From an optimization exercise on the open Yosys and OpenROAD flow, aimed at a short achievable clock period and few clock cycles; shortcuts taken in it are not production practice. Where RTL was checked, it was by simulation tests only, not by an equivalence proof against the original. No activity file was given, so power comes from the tool's default toggle rates.

==> flow/design.v <==
module top_module (
    input clk,
    input rst,
    output [18:0] imem_addr,
    input  [18:0] imem_rdata,
    output [8:0]  dmem_addr,
    input  [18:0] dmem_rdata,
    output [18:0] dmem_wdata,
    output        dmem_we,
    output        halt
);
    reg [18:0] pc;                  
    reg [18:0] pc_o;                
    reg [18:0] ir;                  
    reg [18:0] ir_pc1;              
    reg        d_valid;
    reg        e_valid;             
    reg        e_wr;                
    reg [3:0]  e_rd;
    reg [4:0]  e_op;
    reg [18:0] e_a, e_b;
    reg        e_slow;              
    reg        e_first;             
    reg [8:0]  da;                  
    reg [18:0] dw;                  
    reg        we;                  
    reg        halt_r;
    reg        halt_o;              
    reg [18:0] ldr;                 
    reg [3:0]  w_rd;
    reg        w_valid;             
    reg        dv_busy;
    reg [2:0]  dv_cnt;
    reg [18:0] dv_r;
    reg [19:0] dv_n;
    reg [15:0] dv_q;
    reg [18:0] rf [0:15];
    reg [15:0] rf_ok;
    assign imem_addr  = pc_o;
    assign dmem_addr  = da;
    assign dmem_wdata = dw;
    assign dmem_we    = we;
    assign halt       = halt_o;
    wire [4:0] op  = ir[18:14];
    wire [3:0] rs1 = ir[13:10];
    wire [3:0] rs2 = ir[9:6];
    wire [3:0] rd  = ir[5:2];
    wire [5:0] imm = ir[5:0];
    wire d_alu  = (op <= 5'd9);
    wire d_ld   = (op == 5'd10);
    wire d_st   = (op == 5'd11);
    wire d_beq  = (op == 5'd12);
    wire d_bne  = (op == 5'd13);
    wire d_jmp  = (op == 5'd14) | (op == 5'd15);
    wire d_halt = (op == 5'd31);
    wire d_br   = d_beq | d_bne;
    wire d_wr   = d_alu | d_ld;
    wire [3:0] d_dst = d_ld ? rs2 : rd;
    wire d_slow = (op == 5'd2) | (op == 5'd3) | d_ld;
    wire [18:0] ea_v = e_a;
    wire [18:0] eb_v = e_b;
    wire [18:0] x_add = ea_v + eb_v;
    wire [18:0] x_sub = ea_v - eb_v;
    wire [18:0] x_inc = ea_v + 19'd1;
    wire [18:0] x_dec = ea_v - 19'd1;
    reg  [18:0] e_fast;             
    always @(*) begin
        case (e_op)
            5'd0: e_fast = x_add;
            5'd1: e_fast = x_sub;
            5'd4: e_fast = x_inc;
            5'd5: e_fast = x_dec;
            5'd6: e_fast = ea_v & eb_v;
            5'd7: e_fast = ea_v | eb_v;
            5'd8: e_fast = ea_v ^ eb_v;
            default: e_fast = ~ea_v;
        endcase
    end
    wire [18:0] x_mul = ea_v * eb_v;
    wire [22:0] bm [1:15];
    genvar gk;
    generate
        for (gk = 1; gk < 16; gk = gk + 1) begin : g_mult
            assign bm[gk] = eb_v * gk;
        end
    endgenerate
    function [3:0] therm;
        input [15:1] t;
        begin
            therm[3] = t[8];
            therm[2] = t[8] ? t[12] : t[4];
            therm[1] = t[8] ? (t[12] ? t[14] : t[10]) : (t[4] ? t[6] : t[2]);
            therm[0] = t[8] ? (t[12] ? (t[14] ? t[15] : t[13]) : (t[10] ? t[11] : t[9]))
                            : (t[4] ? (t[6] ? t[7] : t[5]) : (t[2] ? t[3] : t[1]));
        end
    endfunction
    wire [15:1] ge_f;
    generate
        for (gk = 1; gk < 16; gk = gk + 1) begin : g_fast
            assign ge_f[gk] = ({4'd0, ea_v} >= bm[gk]);
        end
    endgenerate
    wire [3:0] q_fast = therm(ge_f);
    wire b_zero  = (eb_v == 19'd0);
    wire big1 = !b_zero && (ea_v[18:4]  >= eb_v);
    wire big2 = !b_zero && (ea_v[18:8]  >= eb_v);
    wire big3 = !b_zero && (ea_v[18:12] >= eb_v);
    wire big4 = !b_zero && (ea_v[18:16] >= eb_v);
    wire dv_big  = big1;
    reg  [22:0] dbm [1:15];
    wire [22:0] dv_x = {dv_r, dv_n[19:16]};
    wire [15:1] ge_e;
    wire [22:0] dif [0:15];
    assign dif[0] = dv_x;
    generate
        for (gk = 1; gk < 16; gk = gk + 1) begin : g_eng
            assign dif[gk]  = dv_x - dbm[gk];
            assign ge_e[gk] = (dv_x >= dbm[gk]);
        end
    endgenerate
    wire [3:0] q_eng = therm(ge_e);
    wire [18:0] r_eng = dif[q_eng][18:0];
    wire e_div   = (e_op == 5'd3);
    wire dv_start = e_valid && e_div && e_first && dv_big;
    wire dv_last  = dv_busy && (dv_cnt == 3'd1);
    wire e_hold   = dv_start || (dv_busy && !dv_last);    
    reg [18:0] e_result;
    always @(*) begin
        case (e_op)
            5'd2:  e_result = x_mul;
            5'd3:  e_result = dv_busy ? {dv_q[14:0], q_eng} : (b_zero ? 19'd0 : {15'd0, q_fast});
            default: e_result = e_fast;
        endcase
    end
    wire e_match1 = e_valid && e_wr && (e_rd == rs1);
    wire e_match2 = e_valid && e_wr && (e_rd == rs2);
    wire [18:0] rf1 = rf_ok[rs1] ? rf[rs1] : 19'd0;
    wire [18:0] rf2 = rf_ok[rs2] ? rf[rs2] : 19'd0;
    wire hz = e_valid && e_wr && e_slow &&
              (((d_ld | d_st | d_br) && (e_rd == rs1)) || ((d_br | (d_st & e_ld)) && (e_rd == rs2)));
    wire w_match1 = w_valid && (w_rd == rs1);
    wire w_match2 = w_valid && (w_rd == rs2);
    wire [18:0] r1 = w_match1 ? ldr : rf1;
    wire [18:0] r2 = w_match2 ? ldr : rf2;
    wire [18:0] v1 = e_match1 ? e_fast : r1;
    wire [18:0] v2 = e_match2 ? e_fast : r2;
    wire e_ld    = e_valid && (e_op == 5'd10);
    wire [18:0] l1 = e_match1 ? e_result : r1;
    wire [18:0] l2 = e_match2 ? e_result : r2;
    wire ld1 = e_match1 && e_ld;
    wire ld2 = e_match2 && e_ld;
    wire stall   = d_valid && (hz || e_hold);
    wire go      = d_valid && !stall && !halt_r;
    wire cond    = (d_beq && (v1 == v2)) || (d_bne && (v1 != v2));
    wire taken   = go && d_br && cond;
    wire [18:0] target = ir_pc1 + {{13{imm[5]}}, imm};
    wire [18:0] fi    = imem_rdata;
    wire [18:0] pc1   = pc + 19'd1;
    wire f_jmp  = (fi[18:15] == 4'b0111);
    wire accept = !halt_r && !d_stop && !taken && !stall;
    wire [18:0] pc_base = (halt_r || d_stop) ? pc : taken ? target : stall ? pc : pc1;
    wire [18:0] pc_next = (accept && f_jmp) ? {5'd0, fi[13:0]} : pc_base;
    wire [8:0]  ea = v1[8:0] + {3'd0, imm};
    wire d_stop  = go && d_halt;
    integer i;
    wire rf_we = e_valid && e_wr && !e_ld && !e_hold;
    always @(posedge clk or posedge rst) begin
        if (rst) begin
            rf_ok <= 16'd0;
        end else begin
            for (i = 0; i < 16; i = i + 1)
                if ((rf_we && e_rd == i) || (w_valid && w_rd == i))
                    rf_ok[i] <= 1'b1;
        end
    end
    always @(posedge clk) begin
        for (i = 0; i < 16; i = i + 1)
            if (rf_we && e_rd == i)
                rf[i] <= e_result;
            else if (w_valid && w_rd == i)
                rf[i] <= ldr;
    end
    always @(posedge clk or posedge rst) begin
        if (rst)
            w_valid <= 1'b0;
        else
            w_valid <= e_ld;
    end
    always @(posedge clk) begin
        ldr  <= dmem_rdata;
        w_rd <= e_rd;
    end
    always @(posedge clk or posedge rst) begin
        if (rst) begin
            pc      <= 19'd0;
            d_valid <= 1'b0;
            halt_r  <= 1'b0;
        end else begin
            pc <= pc_next;
            if (halt_r || d_stop) begin
                halt_r  <= 1'b1;
                d_valid <= 1'b0;
            end else if (taken) begin
                d_valid <= 1'b0;
            end else if (!stall) begin
                d_valid <= 1'b1;
            end
        end
    end
    always @(posedge clk) begin
        if (!stall) begin
            ir      <= fi;
            ir_pc1  <= pc1;
        end
    end
    always @(posedge clk)
        pc_o <= rst ? 19'd0 : pc_next;
    always @(posedge clk) begin
        we     <= go && d_st;
        halt_o <= halt_r || d_stop;
    end
    always @(posedge clk or posedge rst) begin
        if (rst) begin
            e_valid <= 1'b0;
            e_wr    <= 1'b0;
            e_first <= 1'b0;
        end else if (e_hold) begin
            e_first <= 1'b0;
        end else begin
            e_valid <= go;
            e_wr    <= go && d_wr;
            e_first <= 1'b1;
        end
    end
    always @(posedge clk) begin
        if (!e_hold) begin
            e_rd   <= d_dst;
            e_op   <= op;
            e_slow <= d_slow;
            e_a    <= ld1 ? dmem_rdata : l1;
            e_b    <= ld2 ? dmem_rdata : l2;
        end
        da <= ea;
        dw <= l2;
    end
    always @(posedge clk or posedge rst) begin
        if (rst) begin
            dv_busy <= 1'b0;
            dv_cnt  <= 3'd0;
        end else if (dv_start) begin
            dv_busy <= 1'b1;
            dv_cnt  <= big4 ? 3'd5 : big3 ? 3'd4 : big2 ? 3'd3 : 3'd2;
        end else if (dv_busy) begin
            dv_busy <= !dv_last;
            dv_cnt  <= dv_cnt - 3'd1;
        end
    end
    always @(posedge clk) begin
        if (dv_start) begin
            dv_q <= 16'd0;
            if (big4) begin
                dv_r <= 19'd0;
                dv_n <= {1'b0, ea_v};
            end else if (big3) begin
                dv_r <= {16'd0, ea_v[18:16]};
                dv_n <= {ea_v[15:0], 4'd0};
            end else if (big2) begin
                dv_r <= {12'd0, ea_v[18:12]};
                dv_n <= {ea_v[11:0], 8'd0};
            end else begin
                dv_r <= {8'd0, ea_v[18:8]};
                dv_n <= {ea_v[7:0], 12'd0};
            end
            for (i = 1; i < 16; i = i + 1) dbm[i] <= bm[i];
        end else if (dv_busy) begin
            dv_r <= r_eng;
            dv_n <= {dv_n[15:0], 4'd0};
            dv_q <= {dv_q[11:0], q_eng};
        end
    end
endmodule
==> flow/config.mk <==
export PLATFORM = sky130hd
export DESIGN_NAME = top_module
export DESIGN_NICKNAME = top_module
export VERILOG_FILES = /design/flow/design.v
export SDC_FILE = /design/flow/constraint.sdc
export NUM_CORES = 4
export LEC_CHECK = 0
export CAP_MARGIN = 40
export CORE_MARGIN = 2
export CORE_UTILIZATION = 60
export CTS_CLUSTER_DIAMETER = 100
export CTS_CLUSTER_SIZE = 20
export SLEW_MARGIN = 40
==> flow/constraint.sdc <==
create_clock -name core_clock -period 38.5 [get_ports {clk}]
set_input_delay 7.7000 -clock core_clock [delete_from_list [all_inputs] [get_ports {clk}]]
set_output_delay 7.7000 -clock core_clock [all_outputs]
set_load 0.01 [all_outputs]
standard.sh (not shown) runs the stock make flow with config.mk's settings and CLKGATE_MAP_FILE= SYNTH_SCRIPT=/design/flow/synth_recipe.tcl, a recipe that flattens the netlist after the stock synthesis.
==> flow/flow/run.sh <==
#!/bin/bash
# The standard layout (the standard.sh, unchanged synthesis), with repair_timing
# asked to leave 30.0 ns of setup slack so that it keeps working on timing.
set -euo pipefail
bash standard.sh SETUP_SLACK_MARGIN=30.0 finish > standard_flow.log 2>&1
Rerun with:
--- a/flow/design.v
+++ b/flow/design.v
@@ -13,6 +13,8 @@
     reg [18:0] pc_o;                
     reg [18:0] ir;                  
     reg [18:0] ir_pc1;              
+    reg [18:0] win [1:10];
+    reg [3:0]  w_cnt;
     reg        d_valid;
     reg        e_valid;             
     reg        e_wr;                
@@ -35,6 +37,7 @@
     reg [19:0] dv_n;
     reg [15:0] dv_q;
     reg [18:0] rf [0:15];
+    integer i;
     reg [15:0] rf_ok;
     assign imem_addr  = pc_o;
     assign dmem_addr  = da;
@@ -107,6 +110,13 @@
     wire big3 = !b_zero && (ea_v[18:12] >= eb_v);
     wire big4 = !b_zero && (ea_v[18:16] >= eb_v);
     wire dv_big  = big1;
+    wire b_pow2  = !b_zero && ((eb_v & (eb_v - 19'd1)) == 19'd0);
+    reg [18:0] q_shift;
+    always @(*) begin
+        q_shift = 19'd0;
+        for (i = 0; i < 19; i = i + 1)
+            if (eb_v[i]) q_shift = q_shift | (ea_v >> i);
+    end
     reg  [22:0] dbm [1:15];
     wire [22:0] dv_x = {dv_r, dv_n[19:16]};
     wire [15:1] ge_e;
@@ -121,14 +131,14 @@
     wire [3:0] q_eng = therm(ge_e);
     wire [18:0] r_eng = dif[q_eng][18:0];
     wire e_div   = (e_op == 5'd3);
-    wire dv_start = e_valid && e_div && e_first && dv_big;
+    wire dv_start = e_valid && e_div && e_first && dv_big && !b_pow2;
     wire dv_last  = dv_busy && (dv_cnt == 3'd1);
     wire e_hold   = dv_start || (dv_busy && !dv_last);    
     reg [18:0] e_result;
     always @(*) begin
         case (e_op)
             5'd2:  e_result = x_mul;
-            5'd3:  e_result = dv_busy ? {dv_q[14:0], q_eng} : (b_zero ? 19'd0 : {15'd0, q_fast});
+            5'd3:  e_result = dv_busy ? {dv_q[14:0], q_eng} : b_pow2 ? q_shift : (b_zero ? 19'd0 : {15'd0, q_fast});
             default: e_result = e_fast;
         endcase
     end
@@ -152,17 +162,22 @@
     wire stall   = d_valid && (hz || e_hold);
     wire go      = d_valid && !stall && !halt_r;
     wire cond    = (d_beq && (v1 == v2)) || (d_bne && (v1 != v2));
-    wire taken   = go && d_br && cond;
+    wire taken   = go && d_br && cond && (imm != 6'd0);
     wire [18:0] target = ir_pc1 + {{13{imm[5]}}, imm};
+    wire [18:0] target1 = ir_pc1 + {{13{imm[5]}}, imm} + 19'd1;
+    wire [5:0]  back  = ~imm;
+    wire [18:0] w_word = win[back[3:0]];
+    wire w_hit   = imm[5] && (back >= 6'd1) && (back <= 6'd10) && ({2'd0, back} < {2'd0, w_cnt}) &&
+                   (w_word[18:15] != 4'b0111);
+    wire [18:0] redir_pc = w_hit ? target1 : target;
     wire [18:0] fi    = imem_rdata;
     wire [18:0] pc1   = pc + 19'd1;
     wire f_jmp  = (fi[18:15] == 4'b0111);
     wire accept = !halt_r && !d_stop && !taken && !stall;
-    wire [18:0] pc_base = (halt_r || d_stop) ? pc : taken ? target : stall ? pc : pc1;
+    wire [18:0] pc_base = (halt_r || d_stop) ? pc : taken ? redir_pc : stall ? pc : pc1;
     wire [18:0] pc_next = (accept && f_jmp) ? {5'd0, fi[13:0]} : pc_base;
     wire [8:0]  ea = v1[8:0] + {3'd0, imm};
     wire d_stop  = go && d_halt;
-    integer i;
     wire rf_we = e_valid && e_wr && !e_ld && !e_hold;
     always @(posedge clk or posedge rst) begin
         if (rst) begin
@@ -201,17 +216,33 @@
                 halt_r  <= 1'b1;
                 d_valid <= 1'b0;
             end else if (taken) begin
-                d_valid <= 1'b0;
+                d_valid <= w_hit;
             end else if (!stall) begin
                 d_valid <= 1'b1;
             end
         end
     end
-    always @(posedge clk) begin
-        if (!stall) begin
+    wire w_seq = (pc == ir_pc1);
+    always @(posedge clk) begin
+        if (taken && w_hit) begin
+            ir      <= w_word;
+            ir_pc1  <= target1;
+        end else if (!stall) begin
             ir      <= fi;
             ir_pc1  <= pc1;
-        end
+            if (w_seq) begin
+                win[1] <= ir;
+                for (i = 2; i <= 10; i = i + 1) win[i] <= win[i-1];
+            end
+        end
+    end
+    always @(posedge clk or posedge rst) begin
+        if (rst)
+            w_cnt <= 4'd0;
+        else if (taken && w_hit)
+            w_cnt <= 4'd1;
+        else if (!stall)
+            w_cnt <= (w_seq && w_cnt != 4'd0) ? ((w_cnt == 4'd11) ? 4'd11 : w_cnt + 4'd1) : 4'd1;
     end
     always @(posedge clk)
         pc_o <= rst ? 19'd0 : pc_next;
=> The changed run completed without violations; sequential share of layout area goes up by 3.1 points; sequential power increases by 25%; worst setup slack degrades by 79 ps; routed wire length climbs by 14%; total power rose by 37%; global-route usage shrinks by 0.83 points; count of clock-buffer cells in the layout came out higher by 16; critical path depth is unchanged; clock skew increases by 8.0 ps; synthesized cell count climbs by 12%; non-clock buffer count is higher by 27; die area grows by 14%; combinational power climbs by 41%.
Testbench counts after the change, summed over its fixed seeds: cycles 56,127.
No functional check of the RTL was part of the first run of this note.

## port drivers added, routing unchanged
How much do the figures lean on ideal ports? The routed layouts below were timed once more, with nothing changed but the port constraints. Step 1, drivers: a clkbuf_16 drives clk and a buf_2 each remaining input, both assumed. Step 2 times the ports against the registers' clock, not the clock port: input delays grow and output delays shrink by t, the midpoint of the rising clock arrivals with the driver on. a / b / c = no drivers / after step 1 / after step 2; a / b = the first two.
| run | shift t [ns] | setup slack, ns | hold WS [ns] | latest minus earliest clock arrival (ns) |
|---|---|---|---|---|
| the first run | 0.791 | 29.652 / 29.567 / 29.307 | 0.499 / 0.499 / 0.499 | 0.073 / 0.073 |
| the second run | 0.829 | 29.573 / 29.484 / 29.319 | 0.429 / 0.429 / 0.429 | 0.082 / 0.082 |
After both steps setup and hold are still met in every run listed. The setup slack of the first run, which loses most, moves by -0.085 ns with the drivers and by -0.345 ns with both steps.
